Source: an optimization exercise on an open RTL-to-GDS flow (aim: small area). Production flows keep margins and buffers that such runs may drop. In this exercise RTL edits were held to simulation tests only and were not proved equivalent to the original. No activity file was given, so power comes from the tool's default toggle rates.

===== flow/config.mk =====
export PLATFORM = sky130hd
export DESIGN_NAME = money
export DESIGN_NICKNAME = money
export VERILOG_FILES = /design/flow/design.v
export SDC_FILE = /design/flow/constraint.sdc
export NUM_CORES = 4
export LEC_CHECK = 0
export CAP_MARGIN = 20
export CORE_MARGIN = 2
export CORE_UTILIZATION = 40
export SLEW_MARGIN = 20

===== flow/constraint.sdc =====
create_clock -name core_clock -period 5.0 [get_ports {CLK}]
set_input_delay 1.0000 -clock core_clock [delete_from_list [all_inputs] [get_ports {CLK}]]
set_output_delay 1.0000 -clock core_clock [all_outputs]
set_load 0.01 [all_outputs]

===== flow/design.v =====
module money(reset,CLK, M0, M1, M2, M3, M4, M5, ti , wi, ci, B1, B2, B3, C1, C2, C3, C4, rr, out, To, Wo, Co, Bo, C, so, RRo);
input reset;
input CLK;
input M0;
input M1;
input M2;
input M3;
input M4;
input M5;
input ti;
input wi;
input ci;
input B1;
input B2;
input B3;
input C1;
input C2;
input C3;
input C4;
input rr;
output reg [7:0]out;
output reg To;
output reg Wo;
output reg Co;
output reg [2:0]Bo;
output reg [3:0]C;
output reg [9:0]so;
output reg [2:0]RRo;
parameter ONE_DOLLAR = 1, TWO_DOLLAR = 2, FIVE_DOLLAR = 5, TEN_DOLLAR = 10, TWENTY_DOLLAR = 20;
parameter TEA = 5, COOKIES = 20, COFFEE = 7;
parameter CANDIES_TYPE1 = 10, CANDIES_TYPE2 = 20, CANDIES_TYPE3 = 25;
parameter CHOCOLATES_TYPE1 = 30, CHOCOLATES_TYPE2 = 10, CHOCOLATES_TYPE3 = 25, CHOCOLATES_TYPE4= 50;
parameter MAX_TRANSACTION = 3;
reg [1:0]NumTea, NumCookies, NumCoffee;
reg [1:0]NumCandiesType1, NumCandiesType2, NumCandiesType3;
reg [1:0]NumChocolatesType1, NumChocolatesType2, NumChocolatesType3, NumChocolatesType4;
reg [1:0]NumTransaction;
always @(posedge CLK)
begin
	if (reset) 
		begin
		out = 0;
		To = 0;
		Wo = 0;
		Co = 0;
		C = 4'b0;
		so = 10'b0;
		Bo = 3'b0;
		RRo = 3'b0;
		NumTea = 2;
		NumCookies = 2;
		NumCoffee = 2;
		NumCandiesType1 = 2;
		NumCandiesType2 = 2;
		NumCandiesType3 = 2;
		NumChocolatesType1 = 2;
		NumChocolatesType2 = 2;
		NumChocolatesType3 = 2;
		NumChocolatesType4 = 2;
		NumTransaction = MAX_TRANSACTION;	
		end
	else
	begin	
		if(rr)
		begin
			if(out >= TWENTY_DOLLAR) 
			begin
				out <= out - TWENTY_DOLLAR;
				RRo <= 2;
			end
			else if((out>= TEN_DOLLAR) && (out < TWENTY_DOLLAR)) 
			begin
				out <= out - TEN_DOLLAR;
				RRo <= 1;
			end
			else if((out >= FIVE_DOLLAR) && (out < TEN_DOLLAR)) 
			begin
				out <= out - FIVE_DOLLAR;
				RRo <= 4;
			end
			else if((out >= TWO_DOLLAR) && (out < FIVE_DOLLAR)) 
			begin
				out <= out - TWO_DOLLAR;
				RRo <= 3;
			end
			else if((out >= ONE_DOLLAR) && (out < TWO_DOLLAR)) 
			begin
				out <= out - ONE_DOLLAR;
				RRo <= 5;
			end
			else if(out == 0) 
			begin
				RRo <= 0;
			end
		end
		else
		begin
			if ((~M4) && (~M5))
			begin
				if (M0)            out <= out + TEN_DOLLAR; 
				else if (M1)       out <= out + ONE_DOLLAR;
				else if (M2)       out <= out + TWO_DOLLAR;
				else if (M3)       out <= out + FIVE_DOLLAR;
				else if (ti && (out >= TEA) && NumTransaction) 
					begin 
					if (NumTea) 
					begin
					out <= out - TEA;
					To <= 1; 
					NumTea <= NumTea - 1;
					NumTransaction <= NumTransaction - 1;
					end 
					else
					so[0] <= 1;  
					end
				else if (wi && (out >= COOKIES) && NumTransaction)  
					begin
					if (NumCookies)
					begin
					out <= out - COOKIES;
					Wo <= 1;
					NumCookies <= NumCookies - 1;
					NumTransaction <= NumTransaction - 1;
					end
					else
					so[1] <= 1;
					end
				else if (ci && (out >= COFFEE) && NumTransaction)   
					begin
					if (NumCoffee)
					begin
					out <= out - COFFEE;
					Co <= 1;
					NumCoffee <= NumCoffee - 1;
					NumTransaction <= NumTransaction - 1;
					end
					else
					so[2] <= 1;
					end
				else if (B1 && (out >= CANDIES_TYPE1) && NumTransaction)  
					begin
					if (NumCandiesType1)
					begin
					out <= out - CANDIES_TYPE1;
					Bo[0] <= 1;
					NumCandiesType1 <= NumCandiesType1 - 1;
					NumTransaction <= NumTransaction - 1;
					end
					else
					so[3] <= 1;
					end
				else if (B2 && (out >= CANDIES_TYPE2) && NumTransaction)   
					begin
					if (NumCandiesType2)
					begin
					out <= out - CANDIES_TYPE2;
					Bo[1] <= 1;
					NumCandiesType2 = NumCandiesType2 - 1;
					NumTransaction <= NumTransaction - 1;
					end
					else
					so[4] <= 1;
					end
				else if (B3 && (out >= CANDIES_TYPE3) && NumTransaction)   
					begin
					if (NumCandiesType3)
					begin
					out <= out - CANDIES_TYPE3;
					Bo[2] <= 1;
					NumCandiesType3 <= NumCandiesType3 - 1;
					NumTransaction <= NumTransaction - 1;
					end
					else
					so[5] <= 1;
					end
				else if (C1 && (out >= CHOCOLATES_TYPE1) && NumTransaction)   
					begin
					if (NumChocolatesType1)
					begin
					out <= out - CHOCOLATES_TYPE1;
					C[0] <= 1;
					NumChocolatesType1 = NumChocolatesType1 - 1;
					NumTransaction <= NumTransaction - 1;
					end
					else
						so[6] <= 1;
					end
				else if (C2 && (out >= CHOCOLATES_TYPE2) && NumTransaction)   
					begin
					if (NumChocolatesType2)
					begin
					out <= out - CHOCOLATES_TYPE2;
					C[1] <= 1;
					NumChocolatesType2 <= NumChocolatesType2 - 1;
					NumTransaction <= NumTransaction - 1;
					end
					else
					so[7] <= 1;
					end
				else if (C3 && (out >= CHOCOLATES_TYPE3) && NumTransaction)   
					begin
					if (NumChocolatesType3)
					begin
					out <= out - CHOCOLATES_TYPE3;
					C[2] <= 1;
					NumChocolatesType3 <= NumChocolatesType3 - 1;
					NumTransaction <= NumTransaction - 1;
					end
					else
					so[8] <= 1;
					end
				else if (C4 && (out >= CHOCOLATES_TYPE4) && NumTransaction)   
					begin
					if (NumChocolatesType4)
					begin
					out <= out - CHOCOLATES_TYPE4;
					C[3] <= 1;
					NumChocolatesType4 = NumChocolatesType4 - 1;
					NumTransaction <= NumTransaction - 1;
					end
					else
					so[9] <= 1;
					end
			end  
			else
			begin  
				if (ti && NumTransaction)  
					begin 
					if (NumTea)  
					begin
					To <= 1; 
					NumTea <= NumTea - 1;
					NumTransaction <= NumTransaction - 1;
					end 
					else
					so[0] <= 1;  
					end
				else if (wi && NumTransaction)    
					begin
					if (NumCookies)
					begin
					Wo <= 1;
					NumCookies <= NumCookies - 1;
					NumTransaction <= NumTransaction - 1;
					end
					else
					so[1] <= 1;
					end
				else if (ci && NumTransaction)    
					begin
					if (NumCoffee)
					begin
					Co <= 1;
					NumCoffee <= NumCoffee - 1;
					NumTransaction <= NumTransaction - 1;
					end
					else
					so[2] <= 1;
					end
				else if (B1 && NumTransaction)   
					begin
					if (NumCandiesType1)
					begin
					Bo[0] <= 1;
					NumCandiesType1 <= NumCandiesType1 - 1;
					NumTransaction <= NumTransaction - 1;
					end
					else
					so[3] <= 1;
					end
				else if (B2 && NumTransaction)   
					begin
					if (NumCandiesType2)
					begin
					Bo[1] <= 1;
					NumCandiesType2 = NumCandiesType2 - 1;
					NumTransaction <= NumTransaction - 1;
					end
					else
					so[4] <= 1;
					end
				else if (B3 && NumTransaction)   
					begin
					if (NumCandiesType3)
					begin
					Bo[2] <= 1;
					NumCandiesType3 <= NumCandiesType3 - 1;
					NumTransaction <= NumTransaction - 1;
					end
					else
					so[5] <= 1;
					end
				else if (C1 && NumTransaction)  
					begin
					if (NumChocolatesType1)
					begin
					C[0] <= 1;
					NumChocolatesType1 = NumChocolatesType1 - 1;
					NumTransaction <= NumTransaction - 1;
					end
					else
					so[6] <= 1;
					end
				else if (C2 && NumTransaction)   
					begin
					if (NumChocolatesType2)
					begin
					C[1] <= 1;
					NumChocolatesType2 <= NumChocolatesType2 - 1;
					NumTransaction <= NumTransaction - 1;
					end
					else
					so[7] <= 1;
					end
				else if (C3 && NumTransaction)   
					begin
					if (NumChocolatesType3)
					begin
					C[2] <= 1;
					NumChocolatesType3 <= NumChocolatesType3 - 1;
					NumTransaction <= NumTransaction - 1;
					end
					else
					so[8] <= 1;
					end
				else if (C4 && NumTransaction)   
					begin
					if (NumChocolatesType4)
					begin
					C[3] <= 1;
					NumChocolatesType4 = NumChocolatesType4 - 1;
					NumTransaction <= NumTransaction - 1;
					end
					else
					so[9] <= 1;
					end
			end  
		end
	end
end
endmodule

===== flow/run.sh =====
#!/bin/bash
# synth_recipe.tcl (not shown) runs the flow's synth.tcl, then flattens the netlist and writes it again
# the make line also repeats each setting of config.mk as NAME=value (left out here)
make -C /OpenROAD-flow-scripts/flow DESIGN_CONFIG=/design/flow/config.mk WORK_HOME=/design/flow/orfs CLKGATE_MAP_FILE= SYNTH_SCRIPT=/design/flow/synth_recipe.tcl finish

==> impl_metrics.ini, run 1 <==
[status]
status = complete, no violations

[min_path]
worstHoldPathCells = 2
hp-start = so[0]
hold_path.class = reg2reg
worstHoldEndpoint = so[0]

[finish]
seq_area_mm2 = 0.001061
antenna_cells = 0
layout.nets = 963
syn2layout_area_growth_pct = 14.60
multi_input_area_mm2 = 0.004641
drive_above_1_share_pct = 7.625
postLayoutCoreUtil_pct = 46.73
stdcell_area_mm2 = 0.007052
fillers = 1535

[global_route]
antenna_found_initial = 0
grt_max_degree = 44
grt_overflow_total = 0
grt_pass1_vias = 6785
grt_pass1_wl_um = 39770
grt_usage_pct = 31.30

[sta]
maxSlewHeadroom_pct = 37.38
fin_ws_ns = 1.058
finalMaxSlewViolations = 0
fin_crit_ns = 3.942
tns_ns = 0
max_slew.worst_pin.slew_ns = 0.9309
grt_setup_unrepaired = no
hold_viol = 0
skew_ns = 0.01114
finalCritPeriodShare_pct = 78.84
fmax_mhz = 253.7
setup_viol_count_final = 0

[place]
gp_congestion = 1.016
dp_slack_ns = 0.8031
dp_hpwl_um = 18800
io_buffers = 49
dpl_cell_area_mm2 = 0.006877

[synthesis]
avgSynthCellArea_um2 = 6.930
yosysUniqueCellTypes = 88
async_flop_share_pct = 0
synthTopCellsByCount = nor2_1 (97), nand2_1 (73), a21oi_1 (66), o21ai_0 (55), dfxtp_1 (53)
ys_ff_latch = 53
yosysTopAreaCellShare_pct = 17.24
synth_edf_count = 0
yosys-top-cells-area = dfxtp_1 (17%), nor2_1 (5.9%), xnor2_1 (5.8%), ha_1 (5.5%), a21oi_1 (5.4%)
ys_warn_count = 1
yosysTopAreaCell = dfxtp_1
synthCells = 888
syn_area_mm2 = 0.006153
synth.net_count = 934
synth_most_common_cell = nor2_1
ys_seq_area_share_pct = 17.24
synth_ff_type = dfxtp_1

[floorplan]
num_rows = 45
io_pins = 50
core-area_mm2 = 0.01509
start_util_pct = 40.78
die_x_um = 128.0
fp.dieH_um = 128.0
dieArea_mm2 = 0.01639

[clocking]
clock_path_buffers = 2
cts_resized = 0
cts_htree_levels = 2
insertion_delay_ns = 0.32
clk_pin_slew_ns = 0.07
post_cts_buffers = 0
root_buffer = clkbuf_16
cts_made_buffers = 5
numClockSinks = 53
holdBufCountCts = 0
tritoncts = built

[setup_path]
r2r_start = out[3]
critPathRequiredTime_ns = 5.19
worst_r2r_endpoint = out[7]
r2r_slack_ns = 1.13
crit_type = in2reg
worst_setup_path_start_kind = input pin
r2r_cells = 10
crit_fanout = 9
cp-end-kind = register
arrival_ns = 4.13

[power]
power_w = 0.004536
ir_drop_v = 0.0002692
swShare_pct = 58.15
p_leak_nw = 2.535
combPwrFrac_pct = 79.3
clock_power_share_pct = 9.5
p_sw_w = 0.002638
pwr-share-seq_pct = 11.2
powerDensity_mw_per_mm2 = 643.2
internal_power_w = 0.001898

[run]
maxCapViolations = 0

[route]
drc = 0
routedWlPerCell_um = 23.17
antenna_left = 0
drt_pre_antenna_iters = 8
vias = 7475
avgViaCountPerCell = 6.759
drtIter0Drc = 951
wirelength_um = 25630
-- cells by family (layout without fill, tap and decap cells) --
logic type / count (synthesis) / count (layout) / share of synthesized area, %
simple gates: 329 / 329 / 26.05
compound gates: 316 / 316 / 36.52
buf+inv: 112 / 142 / 7.340
flops: 53 / 53 / 17.24
xor+xnor: 47 / 47 / 6.690
fa+ha+maj: 27 / 27 / 5.490
mux: 4 / 4 / 0.6710
-- through the flow --
| stage | hold slack (ns) | cells |
|---|---|---|
| after floorplan | 0.4551 | 888 |
| after global placement | 0.4315 | 1098 |
| after detailed placement | 0.4399 | 1098 |
| after CTS | 0.4522 | 1106 |
| after global routing | 0.4694 | 1106 |
| final | 0.4503 | 1106 |
-- flip-flops by register name (all words and copies together) (netlist names), 3 cells and up --
| name | count |
|---|---|
| Bo | 3 |
| RRo | 3 |
| out | 8 |
| so | 10 |
| C | 4 |
-- worst max-delay path by stage --
| stage | end | slack (ns) | from |
|---|---|---|---|
| finish | NumChocolatesType1[0] | 1.06 | M2 |
| global route | NumChocolatesType1[0] | 0.92 | M2 |
| CTS | NumChocolatesType1[0] | 1.13 | M2 |
| detailed placement | NumChocolatesType1[0] | 0.80 | M2 |
| global placement | NumChocolatesType1[0] | 0.87 | M2 |
| floorplan | out[2] | 1.43 | out[3] |
-- cells in the final DEF (no fill, tap or decap), types with 36 or more instances in the layout --
master	netlist	routed
nor2_1	97	97
nand2_1	73	73
a21oi_1	66	66
o21ai_0	55	55
dfxtp_1	53	53
clkdlybuf4s50_1	0	48
inv_1	46	46
xnor2_1	41	41
nor3_1	39	39
buf_4	2	36
-- critical path, stage by stage --
cell and delay (ns):
clkdlybuf4s50_1 0.57, or2_2 0.45, nor3_1 0.52, nor2_1 0.31, a211oi_4 0.40, o21ai_1 0.21, nor3_1 0.45, xnor2_1 0.18
nor2_1 0.05
-- per-layer routing --
| metal | share of wire [%] | up-vias | GRT usage (%) | wire, µm |
|---|---|---|---|---|
| met5 | 0 | - | 0 | 0 |
| met4 | 5.4 | 0 | 15.00 | 1388 |
| met3 | 10 | 99 | 5.092 | 2561 |
| met2 | 43 | 546 | 49.42 | 11060 |
| met1 | 41 | 3484 | 41.65 | 10620 |
| li1 | - | 3346 | - | - |
-- power groups by stage --
| stage | combinational, W | clock, W | sequential, W |
|---|---|---|---|
| after floorplan | 0.00231 | 0 | 0.000551 |
| after global placement | 0.00345 | 0 | 0.000519 |
| after detailed placement | 0.00342 | 0 | 0.000519 |
| after CTS | 0.00344 | 0.000438 | 0.000509 |
| after global routing | 0.00378 | 0.000455 | 0.000515 |
| final | 0.00360 | 0.000431 | 0.000509 |
-- layout make-up --
cell class	instances	share of cell area, %
sequential	53	15.05
clock buffer	5	1.774
clock inverter	3	0.7097
timing repair buffer	85	10.72
multi-input combinational	723	65.81
inverter	49	2.608
tap	188	3.336
==> run 2, diff against run 1 <==
==> flow/design.v (replaced) <==
module money(reset,CLK, M0, M1, M2, M3, M4, M5, ti , wi, ci, B1, B2, B3, C1, C2, C3, C4, rr, out, To, Wo, Co, Bo, C, so, RRo);
input reset;
input CLK;
input M0;
input M1;
input M2;
input M3;
input M4;
input M5;
input ti;
input wi;
input ci;
input B1;
input B2;
input B3;
input C1;
input C2;
input C3;
input C4;
input rr;
output reg [7:0]out;
output To;
output Wo;
output Co;
output [2:0]Bo;
output [3:0]C;
output [9:0]so;
output reg [2:0]RRo;
reg [9:0] d;
reg [9:0] z;
reg s;
reg [1:0] n;
assign {C, Bo, Co, Wo, To} = d;
assign so = z & {10{s}};
wire card = M4 | M5;
wire coin = ~card & (M0 | M1 | M2 | M3);
wire ge5  = out >= 8'd5;
wire ge7  = out >= 8'd7;
wire ge10 = out >= 8'd10;
wire ge20 = out >= 8'd20;
wire ge25 = out >= 8'd25;
wire ge30 = out >= 8'd30;
wire ge50 = out >= 8'd50;
wire [9:0] req = {C4, C3, C2, C1, B3, B2, B1, ci, wi, ti};
wire [9:0] afford = card ? 10'h3ff : {ge50, ge25, ge10, ge30, ge25, ge20, ge10, ge7, ge20, ge5};
wire [9:0] elig = req & afford & {10{~(n[1] & n[0])}};
reg [9:0] first;
reg seen;
integer i;
always @* begin
	seen = 1'b0;
	for (i = 0; i < 10; i = i + 1) begin
		first[i] = elig[i] & ~seen;
		seen = seen | elig[i];
	end
end
wire scan = ~rr & ~coin;
wire hit_zero = |(first & z);
wire sell = scan & seen & ~hit_zero;
reg [7:0] price;
always @* begin
	price = 8'd0;
	if (first[0]) price = price | 8'd5;
	if (first[1]) price = price | 8'd20;
	if (first[2]) price = price | 8'd7;
	if (first[3]) price = price | 8'd10;
	if (first[4]) price = price | 8'd20;
	if (first[5]) price = price | 8'd25;
	if (first[6]) price = price | 8'd30;
	if (first[7]) price = price | 8'd10;
	if (first[8]) price = price | 8'd25;
	if (first[9]) price = price | 8'd50;
end
reg [7:0] k;
reg [2:0] rro_n;
always @* begin
	k = 8'd0;
	rro_n = RRo;
	if (rr) begin
		if (ge20)          begin k = -8'd20; rro_n = 3'd2; end
		else if (ge10)     begin k = -8'd10; rro_n = 3'd1; end
		else if (ge5)      begin k = -8'd5;  rro_n = 3'd4; end
		else if (out >= 2) begin k = -8'd2;  rro_n = 3'd3; end
		else if (out == 1) begin k = -8'd1;  rro_n = 3'd5; end
		else               begin k = 8'd0;   rro_n = 3'd0; end
	end else if (coin) begin
		if (M0)      k = 8'd10;
		else if (M1) k = 8'd1;
		else if (M2) k = 8'd2;
		else         k = 8'd5;
	end else if (sell & ~card) begin
		k = -price;
	end
end
always @(posedge CLK) begin
	if (reset) begin
		out <= 8'd0;
		RRo <= 3'd0;
		d <= 10'd0;
		z <= 10'd0;
		s <= 1'b0;
		n <= 2'd0;
	end else begin
		out <= out + k;
		RRo <= rro_n;
		if (sell) begin
			d <= d | first;
			z <= z | (first & d);
			n <= n + 2'd1;
		end
		if (scan & hit_zero) s <= 1'b1;
	end
end
endmodule
--- a/flow/config.mk
+++ b/flow/config.mk
@@ -7,2 +7,3 @@
 export LEC_CHECK = 0
+export ABC_AREA = 1
 export CAP_MARGIN = 20
@@ -10,2 +11,3 @@
 export CORE_UTILIZATION = 40
+export GPL_TIMING_DRIVEN = 0
 export SLEW_MARGIN = 20
==> run 2 against run 1 <==
- clock skew decreased by 0.0090 ns
- first-iteration DRC count is 86% lower
- sequential share of layout area rose by 6.0 points
- clock power fell by 39%
- hold slack gained 0.022 ns
- register-to-register slack got worse by 0.48 ns
- fmax is 14% lower
- sequential cell count shrank 19
- setup slack worse by 0.64 ns
- die area is 59% lower
- sequential power is 28% lower
- routed wire length is 75% lower
- critical path type unchanged
- critical endpoint is now out[7]
- largest cell class unchanged
- largest power group unchanged
==> impl_metrics.ini, run 2 <==
[status]
status = complete, no violations

[floorplan]
core-area_mm2 = 0.005921
io_pins = 50
dieArea_mm2 = 0.006757
num_rows = 28
die_x_um = 82.20
start_util_pct = 41.31
fp.dieH_um = 82.20

[route]
drtIter0Drc = 135
wirelength_um = 6419
highest_layer = met4
vias = 2362
drt_pre_antenna_iters = 4
avgViaCountPerCell = 4.820
dr_wl_met2_um = 2868
routedWlPerCell_um = 13.10
antenna_left = 0
wl_met3_um = 286
drt-met1-wl_um = 3175
drc = 0

[setup_path]
r2r_start = n[1]
worst_r2r_endpoint = out[7]
arrival_ns = 4.81
r2r_slack_ns = 0.65
crit_family = simple AND/OR/NAND/NOR gates
crit_type = in2reg
crit_slowest_cell = ha_1
cp_common_cell = nor2_1
critPathRequiredTime_ns = 5.23
worst_setup_path_start_kind = input pin
cpPeakStageDelay_ns = 0.25
cp-end-kind = register
crit_fanout = 7
critPathBufInv = 6
r2r_cells = 33

[synthesis]
synth.net_count = 382
yosysTopAreaCell = dfxtp_1
synth_edf_count = 0
yosysUniqueCellTypes = 38
ys_warn_count = 1
avgSynthCellArea_um2 = 6.929
async_flop_share_pct = 0
synthTopCellsByCount = inv_1 (64), nor2_1 (47), nand2_1 (46), dfxtp_1 (34), a21oi_1 (22)
ys_seq_area_share_pct = 27.83
yosysTopAreaCellShare_pct = 27.83
syn_area_mm2 = 0.002446
ys_ff_latch = 34
synth_ff_type = dfxtp_1
synth_most_common_cell = inv_1
yosys-top-cells-area = dfxtp_1 (28%), inv_1 (9.8%), nor2_1 (7.2%), nand2_1 (7.1%), nand3_2 (5.3%)
synthCells = 353

[run]
maxCapViolations = 0

[sta]
setup_viol_count_final = 0
skew_ns = 0.002191
hold_slack_ns = 0.4720
fin_crit_ns = 4.581
fmax_mhz = 218.3
max_slew.worst_pin.slew_ns = 0.6851
hold_viol = 0
maxSlewHeadroom_pct = 54.33
finalCritPeriodShare_pct = 91.62
grt_setup_unrepaired = no
finalMaxSlewViolations = 0

[place]
io_buffers = 49
dp_hpwl_um = 5043
gp_congestion = 0.8618

[clocking]
insertion_delay_ns = 0.29
tritoncts = built
numClockSinks = 34
clock_path_buffers = 2
cts_htree_levels = 2
root_buffer = clkbuf_8
holdBufCountCts = 0
clk_pin_slew_ns = 0.07
cts_made_buffers = 5

[min_path]
hp-start = s
worstHoldPathCells = 2
worstHoldEndpoint = s
hold_path.class = reg2reg

[finish]
most-common-layout-cells = inv_1 (63), clkdlybuf4s50_1 (47), nand2_1 (46), nor2_1 (43), dfxtp_1 (34)
layout.nets = 444
syn2layout_area_growth_pct = 32.28
final_common_cell = inv_1
drive_above_1_share_pct = 20.24
antenna_cells = 0
top_regs = d: 10 flops, z: 10 flops, out: 8 flops

[global_route]
antenna_found_initial = 0
grt_overflow_total = 0
grt_max_degree = 11
grt_pass1_wl_um = 10460
grt_pass1_vias = 2242
grt_usage_pct = 20.33

[power]
power_w = 0.001249
ir_drop_v = 0.0002920
p_leak_nw = 1.459
powerDensity_mw_per_mm2 = 386.1
run 2: area by class of cell:
class,instances,area (µm²)
multi-input combinational,238,1475
clock inverter,1,30.03
clock buffer,6,82.58
tap,75,93.84
inverter,76,297.8
buffer,5,35.03
sequential,34,680.7
timing repair buffer,55,540.5
fill,574,2685
run 2: worst max-delay path by stage:
stage / start / endpoint / slack (ns) / cells after the start
finish: M5 / out[7] / 0.42 / 33
CTS: M4 / out[7] / 0.02 / 35
global route: M5 / out[7] / 0.02 / 33
detailed placement: M5 / out[7] / -0.51 / 34
global placement: M5 / out[7] / -0.44 / 34
floorplan: M5 / out[7] / 0.66 / 33
run 2: timing repair:
| item | in CTS | in global routing |
|---|---|---|
| cloned | 0 | 0 |
| setup endpoints to repair | 1 | 2 |
| buffers inserted | 1 | 5 |
| pin swaps | 1 | 4 |
| gates resized for setup | 5 | 10 |
run 2: metrics by stage:
stage                     instance area (µm²)  instances  setup slack (ns)  TNS (ns)  util, %
after floorplan                          2446        353            0.6587         0        -
after global placement                   3030        477           -0.4380   -0.5272    51.18
after detailed placement                 3030        477           -0.5111   -0.6797    51.18
after CTS                                3166        485           0.02139         0    53.47
after global routing                     3236        490           0.01991         0    54.65
final                                    3236        490            0.4191         0    54.65
run 2: cells by family (layout without fill, tap and decap cells):
family	count (synthesis)	in the layout	share of synthesized area (%)
flops	34	34	27.83
fa+ha+maj	10	10	5.422
compound gates	58	58	14.63
simple gates	167	167	37.44
xor+xnor	3	3	1.074
buf+inv	81	143	13.61
run 2: metal layers:
metal	vias to the layer above	track usage, %
li1	1240	-
met1	1071	28.50
met2	44	32.18
met3	7	3.913
met4	0	4.667
met5	-	0
run 2: where the power goes:
part	leakage (nW)	internal, W	switching, W
logic	1.12	0.000249	0.000367
registers	0.277	0.000313	0.0000552
clock network	0.0573	0.000160	0.000106
total	1.46	0.000722	0.000527
run 2: tightest hold or removal path, stage by stage (launching register included):
cell and delay (ns):
dfxtp_1 0.33, a21oi_1 0.04, nor2_1 0.07
==> run 3, diff against run 2 <==
--- a/flow/config.mk
+++ b/flow/config.mk
@@ -10,3 +10,3 @@
 export CORE_MARGIN = 2
-export CORE_UTILIZATION = 40
+export CORE_UTILIZATION = 70
 export GPL_TIMING_DRIVEN = 0
==> run 3 against run 2 <==
- the run now fails in global routing (5_1_grt)
- synthesized area did not move
- synthesized cell count did not move
==> impl_metrics.ini, run 3 <==
[synthesis]
yosysTopAreaCell = dfxtp_1
async_flop_share_pct = 0
avgSynthCellArea_um2 = 6.929
synthCells = 353
synthTopCellsByCount = inv_1 (64), nor2_1 (47), nand2_1 (46), dfxtp_1 (34), a21oi_1 (22)
ys_warn_count = 1
synth.net_count = 382
ys_ff_latch = 34
synth_ff_type = dfxtp_1
ys_seq_area_share_pct = 27.83
yosysUniqueCellTypes = 38
synth_edf_count = 0
synth_most_common_cell = inv_1
syn_area_mm2 = 0.002446
yosysTopAreaCellShare_pct = 27.83
yosys-top-cells-area = dfxtp_1 (28%), inv_1 (9.8%), nor2_1 (7.2%), nand2_1 (7.1%), nand3_2 (5.3%)

[clocking]
clock_path_buffers = 2
holdBufCountCts = 0
root_buffer = clkbuf_4
cts_made_buffers = 5
numClockSinks = 34
cts_htree_levels = 2

[place]
dp_hpwl_um = 5386
io_buffers = 49
dp_cells = 448
dpl_cell_area_mm2 = 0.002994
gp_congestion = 1.028

[floorplan]
start_util_pct = 73.30
die_x_um = 63.12
num_rows = 21
fp.dieH_um = 63.12
io_pins = 50

[sta]
worst_path_end_type = register input
crit_endpoint = out[7]$_SDFF_PP0_/D

[status]
lastStage = global routing (5_1_grt)
error_line = [ERROR DPL-0033] detailed placement checks failed during check placement.
status = stopped before the end

[global_route]
grt_max_degree = 11
antenna_found_initial = 0
-- run 3: cell counts after synthesis --
No cell type changed its count.
-- run 3: power by group through the flow --
stage | clock (W) | combinational (W) | sequential (W)
floorplan | 0 | 0.000385 | 0.000381
global placement | 0 | 0.000557 | 0.000371
detailed placement | 0 | 0.000597 | 0.000374
CTS | 0.000213 | 0.000623 | 0.000369
-- run 3: worst max path at each step --
stage,startpoint,endpoint,slack (ns),cells past startpoint
4_1_cts,M4,out[7],0.08,33
3_5_place_dp,M5,out[7],-0.50,34
3_3_place_gp,M5,out[7],-0.34,34
2_1_floorplan,M5,out[7],0.66,33
-- run 3: kinds of logic after synthesis --
group	count (synthesis)	share of synthesized area, %
buffers and inverters	81	13.61
AO/OA/AOI/OAI	58	14.63
flip-flops	34	27.83
XOR/XNOR	3	1.074
AND/OR/NAND/NOR	167	37.44
adder cells (fa/ha/maj)	10	5.422
-- run 3: per-stage QoR --
step	worst slack [ns]	util (%)
4_1_cts	0.07787	92.54
3_5_place_dp	-0.4975	89.73
3_3_place_gp	-0.3402	89.73
2_1_floorplan	0.6587	-
-- run 3: timing repair --
action,CTS
pin swaps,1
gates resized for setup,5
endpoints found under the setup margin,1
buffers inserted,1
hold endpoints to repair,0
==> run 4, diff against run 3 <==
--- a/flow/config.mk
+++ b/flow/config.mk
@@ -7,7 +7,5 @@
 export LEC_CHECK = 0
-export ABC_AREA = 1
 export CAP_MARGIN = 20
 export CORE_MARGIN = 2
-export CORE_UTILIZATION = 70
-export GPL_TIMING_DRIVEN = 0
+export CORE_UTILIZATION = 40
 export SLEW_MARGIN = 20
==> run 4 against run 3 <==
- now clean on timing, DRC and antenna
- synthesized area shrank 0.10%
- synthesized cell count shrank 15%
==> impl_metrics.ini, run 4 <==
[setup_path]
critPathLaunch = M5
cp-end-kind = register
endpoint = out[7]
r2r_cells = 17
r2r_slack_ns = 0.65
critPathRequiredTime_ns = 5.23
arrival_ns = 5.01
crit_type = in2reg
worst_r2r_endpoint = out[7]
r2r_start = out[2]
crit_fanout = 7
worst_setup_path_start_kind = input pin

[synthesis]
synth_most_common_cell = nor2_1
yosys-top-cells-area = dfxtp_1 (28%), nor2_1 (6.1%), ha_1 (4.6%), nand2_1 (3.8%), inv_1 (3.4%)
synth_edf_count = 0
synth_ff_type = dfxtp_1
synth.net_count = 329
ys_ff_latch = 34
avgSynthCellArea_um2 = 8.145
synthTopCellsByCount = nor2_1 (40), dfxtp_1 (34), nand2_1 (25), inv_1 (22), a21oi_1 (14)
ys_seq_area_share_pct = 27.85
syn_area_mm2 = 0.002444
yosysTopAreaCellShare_pct = 27.85
ys_warn_count = 1
async_flop_share_pct = 0
synthCells = 300
yosysUniqueCellTypes = 67
yosysTopAreaCell = dfxtp_1

[power]
p_leak_nw = 1.329
ir_drop_v = 0.0002860
powerDensity_mw_per_mm2 = 391.5

[clocking]
clk_pin_slew_ns = 0.08
tritoncts = built
cts_htree_levels = 2
clock_path_buffers = 2
cts_made_buffers = 5
numClockSinks = 34
insertion_delay_ns = 0.29
holdBufCountCts = 0
root_buffer = clkbuf_8

[finish]
seq_area_um2 = 680.7
most-common-layout-cells = clkdlybuf4s50_1 (49), buf_4 (41), nor2_1 (40), dfxtp_1 (34), nand2_1 (25)
postLayoutCoreUtil_pct = 57.65
layout.nets = 413
top_regs = d: 10 flops, z: 10 flops, out: 8 flops
fillers = 572
drive_above_1_share_pct = 21.30
multi_input_area_mm2 = 0.001652
antenna_cells = 0
syn2layout_area_growth_pct = 39.68
final_common_cell = clkdlybuf4s50_1

[floorplan]
die_x_um = 82.16
dieArea_mm2 = 0.006750
start_util_pct = 41.27
io_pins = 50
num_rows = 28
fp.dieH_um = 82.16
core-area_mm2 = 0.005921

[sta]
max_slew.worst_pin.slew_ns = 0.5753
finalMaxSlewViolations = 0
hold_viol = 0
maxSlewHeadroom_pct = 61.04
setup_viol_count_final = 0
fmax_mhz = 209.1
finalCritPeriodShare_pct = 95.67
grt_setup_unrepaired = no
skew_ns = 0.002452
fin_crit_ns = 4.783
fin_ws_ns = 0.2167

[global_route]
grt_usage_pct = 22.95
grt_pass1_vias = 2505
grt_overflow_total = 0
grt_max_degree = 33
grt_pass1_wl_um = 11870
antenna_found_initial = 0

[route]
routedWlPerCell_um = 15.80
drtIter0Drc = 140
drc = 0
antenna_left = 0
vias = 2604
drt_pre_antenna_iters = 4
avgViaCountPerCell = 5.661
wirelength_um = 7269

[status]
status = complete, no violations

[place]
gp_congestion = 0.9275
dp_slack_ns = -0.1984
io_buffers = 49
dp_hpwl_um = 5533

[min_path]
hold_path.class = reg2reg

[run]
maxCapViolations = 0
[run 4: logic make-up (layout without fill, tap and decap cells)]
kind of cell	Yosys count	after routing	share of synthesized area, %
flops	34	34	27.85
mux	2	2	0.8704
buf+inv	36	121	6.349
fa+ha+maj	10	10	5.428
xor+xnor	4	4	1.434
simple gates	119	119	25.14
compound gates	95	95	32.92
[run 4: metrics by stage]
stage          setup TNS (ns)   power, W  area [µm²]  hold slack, ns  std cells
2_1_floorplan               0  0.0008108        2444          0.4458        300
3_3_place_gp          -0.3141   0.001092        3263          0.4443        451
3_5_place_dp          -0.3613   0.001092        3263          0.4577        451
4_1_cts                     0   0.001317        3358          0.4685        459
5_1_grt                     0   0.001439        3413          0.4966        460
6_report                    0   0.001336        3413          0.4648        460
[run 4: final cells by class]
cell class | instances | share of cell area (%)
Tap cell | 75 | 2.749
Clock inverter | 2 | 0.3666
Multi-Input combinational cell | 230 | 48.39
Timing Repair Buffer | 91 | 23.72
Clock buffer | 6 | 2.419
Sequential cell | 34 | 19.94
Inverter | 22 | 2.419
[run 4: worst min path at each step]
stage / from / cells past startpoint / to / slack [ns]
3_3_place_gp: RRo[0] / 2 / RRo[0] / 0.44
3_5_place_dp: RRo[0] / 2 / RRo[0] / 0.46
4_1_cts: RRo[0] / 2 / RRo[0] / 0.47
6_report: RRo[0] / 2 / RRo[0] / 0.46
5_1_grt: RRo[0] / 2 / RRo[0] / 0.50
2_1_floorplan: z[8] / 2 / z[8] / 0.45
[run 4: worst max-delay path, stage by stage]
cell             delay, ns
clkdlybuf4s50_1       0.42
or2_4                 0.28
buf_4                 0.16
o41a_1                0.42
a21oi_2               0.19
a31oi_4               0.13
nor4_4                0.34
nand4_1               0.19
a22oi_2               0.15
ha_1                  0.24
a21o_1                0.19
a21oi_2               0.15
o21bai_1              0.09
a2111o_1              0.42
and3_1                0.18
or3_1                 0.33
mux2i_1               0.13
[run 4: what timing repair did]
item	CTS	global route
setup endpoints to repair	0	2
setup buffers	0	1
gates resized for setup	0	10
[run 4: metal layers]
layer  track usage, %  vias to the layer above  part of all wire, %
met1            31.27                     1238                   48
met4            7.667                        0                  1.4
met5                0                        -                    0
met2            37.07                       66                   46
met3            3.478                        9                  4.6
li1                 -                     1291                    -
[run 4: where the power goes]
group	internal [W]	switching, W
clock network	0.000111	0.000114
logic	0.000353	0.000371
registers	0.000311	0.0000761
total	0.000775	0.000561
==> run 5, diff against run 4 <==
==> flow/flow/run.sh (new file) <==
#!/bin/bash
# Own layout flow: the standard ORFS flow (standard.sh) with
#  - an area-oriented ABC mapping script for the combinational logic
#    (flip-flops are mapped by Yosys as in the standard synthesis, so their
#    names and cell types are unchanged),
#  - port buffers of the smallest buffer cell.
set -euo pipefail
W=$PWD
rm -rf "$W/myscripts"
cp -r "$FLOW_HOME/scripts" "$W/myscripts"
python3 - "$W/myscripts/synth_preamble.tcl" <<'PY'
import sys
p = sys.argv[1]
s = open(p).read()
key = "# Create argument list for stat"
assert key in s
s = s.replace(key, "if { [info exists ::env(MY_ABC_SCRIPT)] } {\n  set abc_script $::env(MY_ABC_SCRIPT)\n}\n" + key, 1)
open(p, "w").write(s)
PY
export SCRIPTS_DIR="$W/myscripts"
export MY_ABC_SCRIPT="$W/flow/abc.script"
if [[ -f "$W/flow/buffer_ports_args" ]]; then
  export BUFFER_PORTS_ARGS="$(cat "$W/flow/buffer_ports_args")"
fi
bash "$W/standard.sh" finish > "$W/flow_make.log" 2>&1
==> flow/flow/abc.script (new file) <==
strash
dch
map -a
==> flow/standard.sh (new file) <==
#!/bin/bash
# synth_recipe.tcl (not shown) runs the flow's synth.tcl, then flattens the netlist and writes it again
# the make line also repeats each setting of config.mk as NAME=value (left out here)
make -C /OpenROAD-flow-scripts/flow DESIGN_CONFIG=/design/flow/config.mk WORK_HOME=/design/flow/orfs CLKGATE_MAP_FILE= SYNTH_SCRIPT=/design/flow/synth_recipe.tcl "${@:-finish}"
--- a/flow/config.mk
+++ b/flow/config.mk
@@ -10,2 +10,3 @@
 export CORE_UTILIZATION = 40
+export GPL_TIMING_DRIVEN = 0
 export SLEW_MARGIN = 20
removed: flow/run.sh
==> run 5 against run 4 <==
- the layout now fails its checks (setup timing)
- clock power decreased by 4%
- non-clock buffer count unchanged
- global-route usage increased by 0.74 points
- die area decreased by 20%
- synthesized cell count decreased by 3.3%
- largest cell class unchanged
- highest routed layer unchanged
==> impl_metrics.ini, run 5 <==
[setup_path]
worst_r2r_endpoint = out[7]
r2r_cells = 39
r2r_slack_ns = 0.02
critPathRequiredTime_ns = 5.23
r2r_start = out[6]
worst_setup_path_start_kind = input pin
arrival_ns = 5.33
crit_type = in2reg
cp-end-kind = register
crit_fanout = 5
cpPeakStageDelay_ns = 0.34
crit_slowest_cell = ha_1
cp_common_cell = nand2_1

[synthesis]
async_flop_share_pct = 0
synth_edf_count = 0
yosys-top-cells-area = dfxtp_1 (35%), nor2_1 (11%), a21oi_1 (10%), clkinv_1 (9.7%), nand2_1 (6.6%)
syn_area_mm2 = 0.001926
synth.net_count = 319
ys_seq_area_share_pct = 35.35
avgSynthCellArea_um2 = 6.640
ys_ff_latch = 34
synth_compound_area_share_pct = 19.82
yosysTopAreaCell = dfxtp_1
yosys.area_share.simple_pct = 26.38
ys_warn_count = 1
synth_ff_type = dfxtp_1
synthTopCellsByCount = nor2_1 (56), clkinv_1 (50), a21oi_1 (40), dfxtp_1 (34), nand2_1 (34)
synthCells = 290
synthAdderAreaFrac_pct = 6.888
synth_most_common_cell = nor2_1
yosysTopAreaCellShare_pct = 35.35
synth_top_family_by_area = simple AND/OR/NAND/NOR gates
muxShareOfSynthArea_pct = 0
synth_xor_area_share_pct = 1.819
yosysUniqueCellTypes = 22

[clocking]
cts_made_buffers = 5
holdBufCountCts = 0
tritoncts = built
root_buffer = clkbuf_8
clk_pin_slew_ns = 0.07
clock_path_buffers = 2
numClockSinks = 34
cts_htree_levels = 2
insertion_delay_ns = 0.29

[sta]
fin_ws_ns = -0.1066
setup_viol_count_final = 2
finalCritPeriodShare_pct = 102.1
grt_setup_unrepaired = yes
max_slew.worst_pin.slew_ns = 0.5777
hold_slack_ns = 0.4638
finalMaxSlewViolations = 0
hold_viol = 0
maxSlewHeadroom_pct = 61.25
skew_ns = 0.001764
fin_crit_ns = 5.107
fmax_mhz = 195.8

[finish]
syn2layout_area_growth_pct = 64.52
drive_above_1_share_pct = 28.02
fillers = 424
top_regs = d: 10 flops, z: 10 flops, out: 8 flops
layout.nets = 417
layout.cells.non_filler = 443
final_common_cell = nor2_1
most-common-layout-cells = nor2_1 (47), clkdlybuf4s50_1 (44), buf_4 (42), a21oi_1 (34), clkinv_1 (33)
postLayoutCoreUtil_pct = 67.52
antenna_cells = 0

[place]
dp_hpwl_um = 4048
io_buffers = 49
dp_cells = 393
gp_congestion = 0.8337

[power]
ir_drop_v = 0.0003722
p_leak_nw = 1.266
power_w = 0.001376
powerDensity_mw_per_mm2 = 434.3

[floorplan]
start_util_pct = 41.04
num_rows = 25
die_x_um = 73.38
fp.dieH_um = 73.38
io_pins = 50
dieArea_mm2 = 0.005385
core-area_mm2 = 0.004692

[global_route]
grt_pass1_vias = 2115
antenna_found_initial = 0
grt_overflow_total = 0
grt_max_degree = 30
grt_pass1_wl_um = 9749
grt_usage_pct = 23.70

[min_path]
worstHoldPathCells = 2
worstHoldEndpoint = z[0]
hp-start = z[0]
hold_path.class = reg2reg

[route]
drt_pre_antenna_iters = 4
wirelength_um = 6138
drc = 0
drtIter0Drc = 153
antenna_left = 0
vias = 2309
routedWlPerCell_um = 13.86
avgViaCountPerCell = 5.212

[status]
status = finished with violations
violatedChecks = setup timing

[run]
maxCapViolations = 0
## run 5: cell count changes in the layout (fill, tap and decap cells not counted), sizes merged, moves of 6 or more
cell,previous run,this run
a21oi,15,40
a311o,6,0
clkinv,1,42
inv,22,9
nand2,26,34
nand2b,7,0
nand3,7,20
nand4,7,1
nor2,40,56
nor2b,6,0
o31ai,10,1
o32ai,6,0
## run 5: timing repair
item / 4_1_cts / 5_1_grt
resized for setup: 57 / 27
setup buffers: 32 / 11
setup endpoints to repair: 7 / 4
pin swaps: 30 / 36
## run 5: layout make-up
| class | count | area [µm²] | share of cell area [%] |
|---|---|---|---|
| clock buffer | 7 | 86.33 | 2.725 |
| clock inverter | 1 | 5.005 | 0.1580 |
| inverter | 50 | 212.7 | 6.714 |
| multi-input combinational | 206 | 1309 | 41.31 |
| sequential | 34 | 683.2 | 21.56 |
| tap | 54 | 67.56 | 2.133 |
| timing repair buffer | 91 | 804.5 | 25.39 |
## run 5: worst max path at each step
stage,end,start,slack [ns]
after floorplan,out[7],M5,0.02
after global placement,out[7],M5,-1.18
after detailed placement,out[7],M5,-1.27
after CTS,out[7],M4,-0.002
after global routing,out[6],M5,-0.38
final,out[7],M5,-0.11
## run 5: cells by family after synthesis
logic type                 count (synthesis)
AOI/OAI and AO/OA                         69
xor gates and xnor gates                   4
adders and majority gates                 10
buffers and inverters                     50
DFF                                       34
and+or+nand+nor                          123
## run 5: per-stage QoR
| step | setup WS (ns) | setup TNS (ns) | instance area, µm² |
|---|---|---|---|
| 6_report | -0.1066 | -0.1796 | 3168 |
| 5_1_grt | -0.3786 | -0.7568 | 3168 |
| 4_1_cts | -0.002219 | -0.002219 | 3025 |
| 3_5_place_dp | -1.273 | -10.51 | 2519 |
| 3_3_place_gp | -1.180 | -9.306 | 2519 |
| 2_1_floorplan | 0.02338 | 0 | 1961 |
## run 5: where the power goes
part | switching, W | internal (W)
logic | 0.000414 | 0.000364
registers | 0.0000646 | 0.000318
clock network | 0.000105 | 0.000111
## run 5: critical path: cells and delay by family
family | cells | cell delay (ns)
buffers and inverters | 10 | 0.98
AO/OA/AOI/OAI | 9 | 1.13
XOR/XNOR | 1 | 0.14
adder cells (fa/ha/maj) | 1 | 0.34
AND/OR/NAND/NOR | 15 | 1.77
## run 5: per-layer routing
layer	routed length (µm)	vias to the layer above	share of wire (%)	GRT usage, %
met1	2871	1044	47	32.15
met4	195	0	3.2	9.495
met5	0	-	0	0
met3	336	20	5.5	5.350
li1	-	1171	-	-
met2	2734	74	45	36.44
==> run 6, diff against run 5 <==
==> flow/flow/buffer_ports_args (new file) <==
-buffer_cell sky130_fd_sc_hd__buf_1
==> run 6 against run 5 <==
- cell count shrank 2.3%
- total power shrank 2.9%
- still fails the layout checks on setup timing
- synthesized area unchanged
- clock power grew 48%
- hold slack lost 0.0030 ns
- highest routed layer unchanged
- count of clock-buffer cells in the layout fell by 1
- fmax shrank 0.47%
==> impl_metrics.ini, run 6 <==
[finish]
syn2layout_area_growth_pct = 45.03
antenna_cells = 0
drive_above_1_share_pct = 22.96
layout.cells.non_filler = 433
multi_input_area_mm2 = 0.001260
final_common_cell = nor2_1
postLayoutCoreUtil_pct = 59.52
layout.nets = 407
stdcell_area_mm2 = 0.002793
top_regs = d: 10 flops, z: 10 flops, out: 8 flops
most-common-layout-cells = nor2_1 (49), buf_1 (46), clkinv_1 (39), a21oi_1 (37), dfxtp_1 (33)
fillers = 443
seq_area_um2 = 681.9

[place]
gp_congestion = 0.8873
dpl_cell_area_mm2 = 0.002213
dp_cells = 393
dp_hpwl_um = 3864
io_buffers = 49

[power]
ir_drop_v = 0.0002897
p_leak_nw = 1.097
power_w = 0.001335
powerDensity_mw_per_mm2 = 478.2

[sta]
maxSlewHeadroom_pct = 61.37
fmax_mhz = 194.9
finalMaxSlewViolations = 0
setup_viol_count_final = 1
hold_viol = 0
skew_ns = 0.006100
fin_ws_ns = -0.1307
fin_crit_ns = 5.131
finalCritPeriodShare_pct = 102.6
grt_setup_unrepaired = yes
max_slew.worst_pin.slew_ns = 0.5759

[synthesis]
synth_compound_area_share_pct = 19.82
yosys-top-cells-area = dfxtp_1 (35%), nor2_1 (11%), a21oi_1 (10%), clkinv_1 (9.7%), nand2_1 (6.6%)
synth_most_common_cell = nor2_1
async_flop_share_pct = 0
ys_seq_area_share_pct = 35.35
yosysUniqueCellTypes = 22
yosys.area_share.simple_pct = 26.38
yosysTopAreaCellShare_pct = 35.35
synthAdderAreaFrac_pct = 6.888
synth_ff_type = dfxtp_1
ys_ff_latch = 34
synth.net_count = 319
synth_xor_area_share_pct = 1.819
synth_top_family_by_area = simple AND/OR/NAND/NOR gates
syn_area_mm2 = 0.001926
avgSynthCellArea_um2 = 6.640
muxShareOfSynthArea_pct = 0
yosysTopAreaCell = dfxtp_1
synth_edf_count = 0
ys_warn_count = 1
synthTopCellsByCount = nor2_1 (56), clkinv_1 (50), a21oi_1 (40), dfxtp_1 (34), nand2_1 (34)
synthCells = 290

[route]
vias = 2219
avgViaCountPerCell = 5.125
wirelength_um = 5813
antenna_left = 0
drtIter0Drc = 142
drt_pre_antenna_iters = 4
routedWlPerCell_um = 13.42
drc = 0

[clocking]
clock_path_buffers = 2
holdBufCountCts = 0
numClockSinks = 34
tritoncts = built
cts_htree_levels = 2
cts_made_buffers = 5
root_buffer = clkbuf_8
clk_pin_slew_ns = 0.07
insertion_delay_ns = 0.30

[floorplan]
dieArea_mm2 = 0.005385
io_pins = 50
fp.dieH_um = 73.38
core-area_mm2 = 0.004692
num_rows = 25
die_x_um = 73.38
start_util_pct = 41.04

[setup_path]
cpPeakStageDelay_ns = 0.30
worst_setup_path_start_kind = input pin
r2r_slack_ns = -0.02
crit_family = simple AND/OR/NAND/NOR gates
critPathRequiredTime_ns = 5.23
crit_fanout = 5
critPathBufInv = 9
cp_common_cell = nand2_1
cp-end-kind = register
arrival_ns = 5.36
crit_type = in2reg
crit_slowest_cell = ha_1

[global_route]
grt_usage_pct = 21.47
grt_max_degree = 30
antenna_found_initial = 0
grt_overflow_total = 0
grt_pass1_vias = 1924
grt_pass1_wl_um = 8859

[status]
violatedChecks = setup timing
status = finished with violations

[min_path]
hold_path.class = reg2reg

[run]
maxCapViolations = 0
[run 6: power breakdown]
group	total, W	internal [W]	switching, W
logic	0.000642	0.000261	0.000380
clock network	0.000320	0.000213	0.000108
registers	0.000373	0.000317	0.0000564
total	0.00134	0.000791	0.000544
[run 6: metal layers]
metal / vias to the layer above / track usage (%) / routed length, µm
li1: 1146 / - / -
met1: 993 / 29.96 / 2813
met2: 70 / 33.13 / 2612
met3: 10 / 4.938 / 291
met4: 0 / 6.263 / 95
met5: - / 0 / 0
[run 6: worst min-delay path: stages, from the launching register on]
cell,delay [ns]
dfxtp_1,0.31
clkinv_1,0.05
a21oi_1,0.05
[run 6: cell type report]
class | instances | share of cell area (%)
Clock buffer | 6 | 2.957
Clock inverter | 2 | 2.151
Inverter | 50 | 7.392
Multi-Input combinational cell | 206 | 45.12
Sequential cell | 34 | 24.42
Tap cell | 54 | 2.419
Timing Repair Buffer | 81 | 15.55
[run 6: path summary, 6_finish.rpt]
kind	depth (start not counted)	endpoint	startpoint
max reg2reg	40	out[7]	out[3]
min reg2reg	2	z[3]	z[3]
min	2	z[3]	z[3]
max	39	out[7]	M5
[run 6: logic make-up (layout without fill, tap and decap cells)]
logic type | after synthesis | after routing
AND/OR/NAND/NOR | 123 | 123
adder cells (fa/ha/maj) | 10 | 10
buffers and inverters | 50 | 139
AO/OA/AOI/OAI | 69 | 69
flip-flops | 34 | 34
XOR/XNOR | 4 | 4
[run 6: through the flow]
step                      setup WS [ns]  hold slack [ns]   TNS (ns)
after floorplan                 0.02338           0.4293          0
after global placement          -0.8087           0.4487     -3.177
after detailed placement        -0.8264           0.4531     -3.112
after CTS                     -0.001314           0.4647  -0.001314
after global routing            -0.4419           0.4902    -0.9835
final                           -0.1307           0.4608    -0.1307
[run 6: what timing repair did]
action,in CTS,in global routing
setup buffers,15,17
setup endpoints to repair,4,7
gates resized for setup,29,29
pin swaps,14,27
==> run 7, diff against run 6 <==
--- a/flow/config.mk
+++ b/flow/config.mk
@@ -10,3 +10,2 @@
 export CORE_UTILIZATION = 40
-export GPL_TIMING_DRIVEN = 0
 export SLEW_MARGIN = 20
==> run 7 against run 6 <==
- critical path type unchanged
- now clean on timing, DRC and antenna
- non-clock buffer count up 30
- first-iteration DRC count increased by 26%
- global-route usage up 0.77 points
- register-to-register slack gained 0.15 ns
==> impl_metrics.ini, run 7 <==
[setup_path]
r2r_start = out[6]
critPathBufInv = 9
worst_setup_path_start_kind = input pin
crit_type = in2reg
cp-end-kind = register
arrival_ns = 5.13
crit_family = simple AND/OR/NAND/NOR gates
critPathLaunch = M5
endpoint = out[7]
worst_r2r_endpoint = out[7]
crit_fanout = 4
path_depth = 37
crit_slowest_cell = ha_1
r2r_cells = 39
critPathRequiredTime_ns = 5.23
cpPeakStageDelay_ns = 0.27
r2r_slack_ns = 0.13

[place]
io_buffers = 49
dp_hpwl_um = 4408
gp_congestion = 0.9367

[floorplan]
die_x_um = 73.38
start_util_pct = 41.04
io_pins = 50
dieArea_mm2 = 0.005385
core-area_mm2 = 0.004692
num_rows = 25
fp.dieH_um = 73.38

[synthesis]
ys_ff_latch = 34
yosys-top-cells-area = dfxtp_1 (35%), nor2_1 (11%), a21oi_1 (10%), clkinv_1 (9.7%), nand2_1 (6.6%)
ys_seq_area_share_pct = 35.35
synthTopCellsByCount = nor2_1 (56), clkinv_1 (50), a21oi_1 (40), dfxtp_1 (34), nand2_1 (34)
yosysTopAreaCellShare_pct = 35.35
yosysUniqueCellTypes = 22
ys_warn_count = 1
synthCells = 290
synth_edf_count = 0
async_flop_share_pct = 0
synth_most_common_cell = nor2_1
synth_ff_type = dfxtp_1
avgSynthCellArea_um2 = 6.640
yosysTopAreaCell = dfxtp_1
syn_area_mm2 = 0.001926
synth.net_count = 319

[route]
vias = 2328
routedWlPerCell_um = 13.19
avgViaCountPerCell = 5.028
drtIter0Drc = 179
drt_pre_antenna_iters = 4
wirelength_um = 6105
antenna_left = 0
drc = 0

[clocking]
tritoncts = built
cts_made_buffers = 5
holdBufCountCts = 0
numClockSinks = 34
cts_htree_levels = 2
clock_path_buffers = 2
clk_pin_slew_ns = 0.07
insertion_delay_ns = 0.29
root_buffer = clkbuf_8

[finish]
most-common-layout-cells = buf_4 (62), nor2_1 (49), buf_1 (48), clkinv_1 (36), a21oi_1 (36)
antenna_cells = 0
layout.nets = 437
syn2layout_area_growth_pct = 56.01
top_regs = d: 10 flops, z: 10 flops, out: 8 flops
fillers = 419
final_common_cell = buf_4
drive_above_1_share_pct = 28.61

[global_route]
grt_usage_pct = 22.24
grt_overflow_total = 0
grt_pass1_vias = 2021
grt_max_degree = 22
antenna_found_initial = 0
grt_pass1_wl_um = 9239

[sta]
fmax_mhz = 203.9
grt_setup_unrepaired = yes
skew_ns = 0.006218
hold_slack_ns = 0.4626
fin_crit_ns = 4.905
finalMaxSlewViolations = 0
max_slew.worst_pin.slew_ns = 0.6564
finalCritPeriodShare_pct = 98.10
setup_viol_count_final = 0
maxSlewHeadroom_pct = 56.24
tns_ns = 0
hold_viol = 0

[status]
status = complete, no violations

[power]
ir_drop_v = 0.0002828
p_sw_w = 0.0005814
combPwrFrac_pct = 54.5
clock_power_share_pct = 21.7
internal_power_w = 0.0008911
pwr-share-seq_pct = 23.8
powerDensity_mw_per_mm2 = 490.2
swShare_pct = 39.49
p_leak_nw = 1.248

[min_path]
hold_path.class = reg2reg

[run]
maxCapViolations = 0
-- run 7: layout make-up --
cell class	count	area [µm²]	area share, %
inverters	50	193.9	6.456
flip-flops and latches	34	680.7	22.66
clock inverters	2	60.06	1.999
clock buffers	6	82.58	2.749
well taps	54	67.56	2.249
multi-input cells	206	1269	42.23
repair buffers	111	650.6	21.66
-- run 7: worst reg2reg max path: cells and delay by family (launching register included) --
family / cells / cell delay [ns]
compound gates: 8 / 1.12
simple gates: 18 / 1.74
fa+ha+maj: 2 / 0.49
buf+inv: 9 / 0.79
xor+xnor: 2 / 0.32
flops: 1 / 0.32
-- run 7: per-stage QoR --
stage                     cell area, µm²  setup slack (ns)  utilization [%]  total power [W]  std cells
after floorplan                     1961           0.02338                -        0.0007292        290
after global placement              2572           -0.3497            54.83        0.0009907        441
after detailed placement            2572           -0.5100            54.83        0.0009941        441
after CTS                           2798           0.01172            59.63         0.001352        451
after global routing                3004           -0.3093            64.03         0.001576        463
final                               3004           0.09516            64.03         0.001473        463
-- run 7: worst min-delay path by stage --
stage,from,to,cells after the start
3_5_place_dp,z[3],z[3],2
3_3_place_gp,z[9],z[9],2
6_report,z[1],z[1],2
5_1_grt,z[1],z[1],2
4_1_cts,z[3],z[3],2
2_1_floorplan,z[0],z[0],2
-- run 7: layer usage --
| metal | share of wire [%] | global-route usage, % |
|---|---|---|
| met1 | 47 | 31.03 |
| met2 | 45 | 33.33 |
| met3 | 5.1 | 4.390 |
| met4 | 2.1 | 9.495 |
| met5 | 0 | 0 |
-- run 7: repair_timing --
| item | in CTS | in global routing |
|---|---|---|
| setup endpoints to repair | 2 | 6 |
| gates resized for setup | 12 | 40 |
| setup buffers | 2 | 12 |
| pin swaps | 8 | 30 |
-- run 7: cells by family after synthesis --
kind of cell,after synthesis,share of synthesized area (%)
flip-flops,34,35.35
AND/OR/NAND/NOR,123,26.38
AO/OA/AOI/OAI,69,19.82
buffers and inverters,50,9.747
XOR/XNOR,4,1.820
adder cells (fa/ha/maj),10,6.888
-- run 7: power by group through the flow --
| stage | clock network [W] | logic (W) | registers (W) |
|---|---|---|---|
| 6_report | 0.000319 | 0.000803 | 0.000351 |
| 3_5_place_dp | 0 | 0.000641 | 0.000353 |
| 3_3_place_gp | 0 | 0.000638 | 0.000352 |
| 5_1_grt | 0.000337 | 0.000883 | 0.000356 |
| 4_1_cts | 0.000324 | 0.000680 | 0.000348 |
| 2_1_floorplan | 0 | 0.000345 | 0.000384 |
==> run 8, diff against run 7 <==
--- a/flow/design.v
+++ b/flow/design.v
@@ -62,14 +62,15 @@
 	price = 8'd0;
-	if (first[0]) price = price | 8'd5;
-	if (first[1]) price = price | 8'd20;
-	if (first[2]) price = price | 8'd7;
-	if (first[3]) price = price | 8'd10;
-	if (first[4]) price = price | 8'd20;
-	if (first[5]) price = price | 8'd25;
-	if (first[6]) price = price | 8'd30;
-	if (first[7]) price = price | 8'd10;
-	if (first[8]) price = price | 8'd25;
-	if (first[9]) price = price | 8'd50;
+	if (first[0] & ~z[0]) price = price | 8'd5;
+	if (first[1] & ~z[1]) price = price | 8'd20;
+	if (first[2] & ~z[2]) price = price | 8'd7;
+	if (first[3] & ~z[3]) price = price | 8'd10;
+	if (first[4] & ~z[4]) price = price | 8'd20;
+	if (first[5] & ~z[5]) price = price | 8'd25;
+	if (first[6] & ~z[6]) price = price | 8'd30;
+	if (first[7] & ~z[7]) price = price | 8'd10;
+	if (first[8] & ~z[8]) price = price | 8'd25;
+	if (first[9] & ~z[9]) price = price | 8'd50;
 end
 reg [7:0] k;
+reg sub;
 reg [2:0] rro_n;
@@ -77,9 +78,10 @@
 	k = 8'd0;
+	sub = 1'b0;
 	rro_n = RRo;
 	if (rr) begin
-		if (ge20)          begin k = -8'd20; rro_n = 3'd2; end
-		else if (ge10)     begin k = -8'd10; rro_n = 3'd1; end
-		else if (ge5)      begin k = -8'd5;  rro_n = 3'd4; end
-		else if (out >= 2) begin k = -8'd2;  rro_n = 3'd3; end
-		else if (out == 1) begin k = -8'd1;  rro_n = 3'd5; end
+		if (ge20)          begin k = ~8'd20; sub = 1'b1; rro_n = 3'd2; end
+		else if (ge10)     begin k = ~8'd10; sub = 1'b1; rro_n = 3'd1; end
+		else if (ge5)      begin k = ~8'd5; sub = 1'b1;  rro_n = 3'd4; end
+		else if (out >= 2) begin k = ~8'd2; sub = 1'b1;  rro_n = 3'd3; end
+		else if (out == 1) begin k = ~8'd1; sub = 1'b1;  rro_n = 3'd5; end
 		else               begin k = 8'd0;   rro_n = 3'd0; end
@@ -90,4 +92,4 @@
 		else         k = 8'd5;
-	end else if (sell & ~card) begin
-		k = -price;
+	end else if (~card) begin
+		k = ~price; sub = 1'b1;
 	end
@@ -103,3 +105,3 @@
 	end else begin
-		out <= out + k;
+		out <= out + k + sub;
 		RRo <= rro_n;
==> flow/flow/abc.script (replaced) <==
strash
balance
rewrite
refactor
balance
rewrite
rewrite -z
balance
refactor -z
rewrite -z
balance
dch
map -a
--- a/flow/config.mk
+++ b/flow/config.mk
@@ -10,2 +10,3 @@
 export CORE_UTILIZATION = 40
+export GPL_TIMING_DRIVEN = 0
 export SLEW_MARGIN = 20
==> run 8 against run 7 <==
- design area fell by 22%
- sequential share of layout area rose by 6.4 points
- critical path type is now reg2reg
- routed wire length fell by 19%
- sequential cell count did not move
- cell count fell by 14%
- sequential power rose by 2%
- largest power group unchanged
- synthesized cell count fell by 1.7%
- count of clock-buffer cells in the layout fell by 1
- combinational power fell by 45%
- critical endpoint unchanged
- utilization fell by 14 points
- critical path depth fell by 5
==> impl_metrics.ini, run 8 <==
[synthesis]
ys_seq_area_share_pct = 35.53
yosysTopAreaCellShare_pct = 35.53
yosys-top-cells-area = dfxtp_1 (36%), nor2_1 (11%), a21oi_1 (10%), clkinv_1 (8.8%), nand3_1 (7.1%)
synthCells = 285
ys_warn_count = 1
synth.net_count = 313
synth_most_common_cell = nor2_1
yosysUniqueCellTypes = 21
yosysTopAreaCell = dfxtp_1
synth_ff_type = dfxtp_1
syn_area_mm2 = 0.001916
ys_ff_latch = 34
async_flop_share_pct = 0
synth_edf_count = 0
synthTopCellsByCount = nor2_1 (56), clkinv_1 (45), a21oi_1 (40), dfxtp_1 (34), nand3_1 (27)
avgSynthCellArea_um2 = 6.721

[setup_path]
cp-end-kind = register
crit_family = compound AO/OA/AOI/OAI gates
cpPeakStageDelay_ns = 0.34
crit_slowest_cell = dfxtp_1
critPathBufInv = 5
critPathRequiredTime_ns = 5.17
arrival_ns = 4.68
cp_common_cell = nand2_1
crit_type = reg2reg
worst_setup_path_start_kind = register
crit_fanout = 5

[clocking]
numClockSinks = 34
holdBufCountCts = 0
insertion_delay_ns = 0.29
cts_htree_levels = 2
cts_made_buffers = 5
tritoncts = built
clock_path_buffers = 2
root_buffer = clkbuf_8
clk_pin_slew_ns = 0.07

[sta]
grt_setup_unrepaired = no
setup_viol_count_final = 0
hold_viol = 0
fin_crit_ns = 4.505
finalMaxSlewViolations = 0
maxSlewHeadroom_pct = 60.97
skew_ns = 0.005759
fin_ws_ns = 0.4951
finalCritPeriodShare_pct = 90.10
fmax_mhz = 222.0
max_slew.worst_pin.slew_ns = 0.5855

[route]
routedWlPerCell_um = 12.42
drtIter0Drc = 122
antenna_left = 0
avgViaCountPerCell = 5.055
drt_pre_antenna_iters = 4
vias = 2012
wirelength_um = 4944
drc = 0

[floorplan]
dieArea_mm2 = 0.005358
die_x_um = 73.20
fp.dieH_um = 73.20
start_util_pct = 41.10
core-area_mm2 = 0.004661
num_rows = 25
io_pins = 50

[finish]
drive_above_1_share_pct = 6.686
final_common_cell = nor2_1
antenna_cells = 0
postLayoutCoreUtil_pct = 50.20
layout.nets = 371
syn2layout_area_growth_pct = 22.14
most-common-layout-cells = nor2_1 (51), buf_1 (48), clkinv_1 (43), a21oi_1 (38), dfxtp_1 (34)
top_regs = d: 10 flops, z: 10 flops, out: 8 flops

[place]
dp_hpwl_um = 3819
dp_slack_ns = -0.5632
gp_congestion = 0.8507
io_buffers = 49

[power]
ir_drop_v = 0.0002837
powerDensity_mw_per_mm2 = 450.0
p_leak_nw = 0.8430
power_w = 0.001053

[global_route]
grt_overflow_total = 0
grt_pass1_wl_um = 8369
antenna_found_initial = 0
grt_pass1_vias = 1815
grt_usage_pct = 20.02
grt_max_degree = 26

[run]
maxCapViolations = 0

[status]
status = complete, no violations

[min_path]
hold_path.class = reg2reg
run 8: changes by cell type after synthesis, sizes merged, moves of 3 or more:
cell    change
nand2       -8
nand3       +7
o21ai       +7
nor3        -6
clkinv      -5
o211ai      +5
nor4        -3
run 8: cell families (layout without fill, tap and decap cells):
logic type                 Yosys count  after routing  share of synthesized area (%)
buffers and inverters               45            104                          8.818
adders and majority gates            9              9                          6.662
AOI/OAI and AO/OA                   83             83                          24.30
and+or+nand+nor                    113            113                          24.23
xor gates and xnor gates             1              1                         0.4573
DFF                                 34             34                          35.53
run 8: final cells by class:
type	instances	area, µm²
clock inverter	3	40.04
tap	54	67.56
sequential	34	680.7
clock buffer	5	68.82
timing repair buffer	51	200.2
fill	500	2321
inverter	45	168.9
multi-input combinational	206	1114
run 8: report_power, final:
part / total [W] / switching [W] / internal (W)
Combinational: 0.000444 / 0.000289 / 0.000154
Clock: 0.000250 / 0.000104 / 0.000147
Sequential: 0.000359 / 0.0000465 / 0.000312
Total: 0.00105 / 0.000440 / 0.000613
run 8: path summary, 6_finish.rpt:
check | from | end | slack, ns | cells after the start
max | out[7] | out[7] | 0.50 | 32
min | n[0] | n[0] | 0.46 | 1
max reg2reg | out[7] | out[7] | 0.50 | 32
min reg2reg | n[0] | n[0] | 0.46 | 1
run 8: what timing repair did:
item | 4_1_cts | 5_1_grt
resized for setup | 2 | 15
pin swaps | 0 | 3
buffers inserted | 0 | 2
endpoints found under the setup margin | 2 | 4
run 8: per-layer routing:
| layer | vias up | track usage [%] | share of wire, % |
|---|---|---|---|
| met2 | 46 | 29.13 | 43 |
| met5 | - | 0 | 0 |
| met1 | 866 | 29.54 | 51 |
| met3 | 5 | 4.420 | 4.5 |
| li1 | 1095 | - | - |
| met4 | 0 | 5.556 | 1.2 |
run 8: metrics by stage:
stage	hold slack, ns	cell area, µm²	instances	TNS (ns)
final	0.4648	2340	398	0
after global routing	0.4940	2340	398	0
after CTS	0.4679	2283	396	0
after detailed placement	0.4587	2167	388	-1.497
after global placement	0.4504	2167	388	-1.309
after floorplan	0.4294	1916	285	0

[static timing again, ports no longer ideal]
The results above use ideal ports. As a check the final layouts listed here were re-extracted and re-timed, cells and wires unchanged. Step 1 sets driving cells, clkbuf_16 on the clock port and buf_2 on the other inputs (assumed; they add their load-dependent delay and slew). Step 2 also shifts input and output timing later by t, the mid clock arrival at the registers, as if the neighbouring blocks saw the same clock. Three values: ideal, step 1, step 2; two values: the first two.
| run | t (ns) | setup WS [ns] | hold WS [ns] | worst slew at a driven data input, ns | pins driven straight from the clock port |
|---|---|---|---|---|---|
| run 1 | 0.352 | 1.058 / 1.076 / 0.724 | 0.450 / 0.450 / 0.450 | 0.03 | 1 |
| run 2 | 0.319 | 0.419 / 0.427 / 0.108 | 0.472 / 0.472 / 0.472 | 0.04 | 1 |
| run 4 | 0.321 | 0.217 / 0.222 / -0.099 | 0.465 / 0.465 / 0.465 | 0.04 | 1 |
| run 5 | 0.318 | -0.107 / -0.116 / -0.434 | 0.464 / 0.464 / 0.464 | 0.05 | 1 |
| run 6 | 0.321 | -0.131 / -0.135 / -0.456 | 0.461 / 0.461 / 0.461 | 0.04 | 1 |
| run 7 | 0.318 | 0.095 / 0.105 / -0.212 | 0.463 / 0.463 / 0.463 | 0.03 | 1 |
| run 8 | 0.312 | 0.495 / 0.495 / 0.212 | 0.465 / 0.465 / 0.465 | 0.03 | 1 |
Met with ideal ports but missed after step 2: setup timing in run 4 and run 7. For run 1, which loses most, drivers alone change the setup slack by +0.018 ns; drivers and shift together by -0.334 ns.
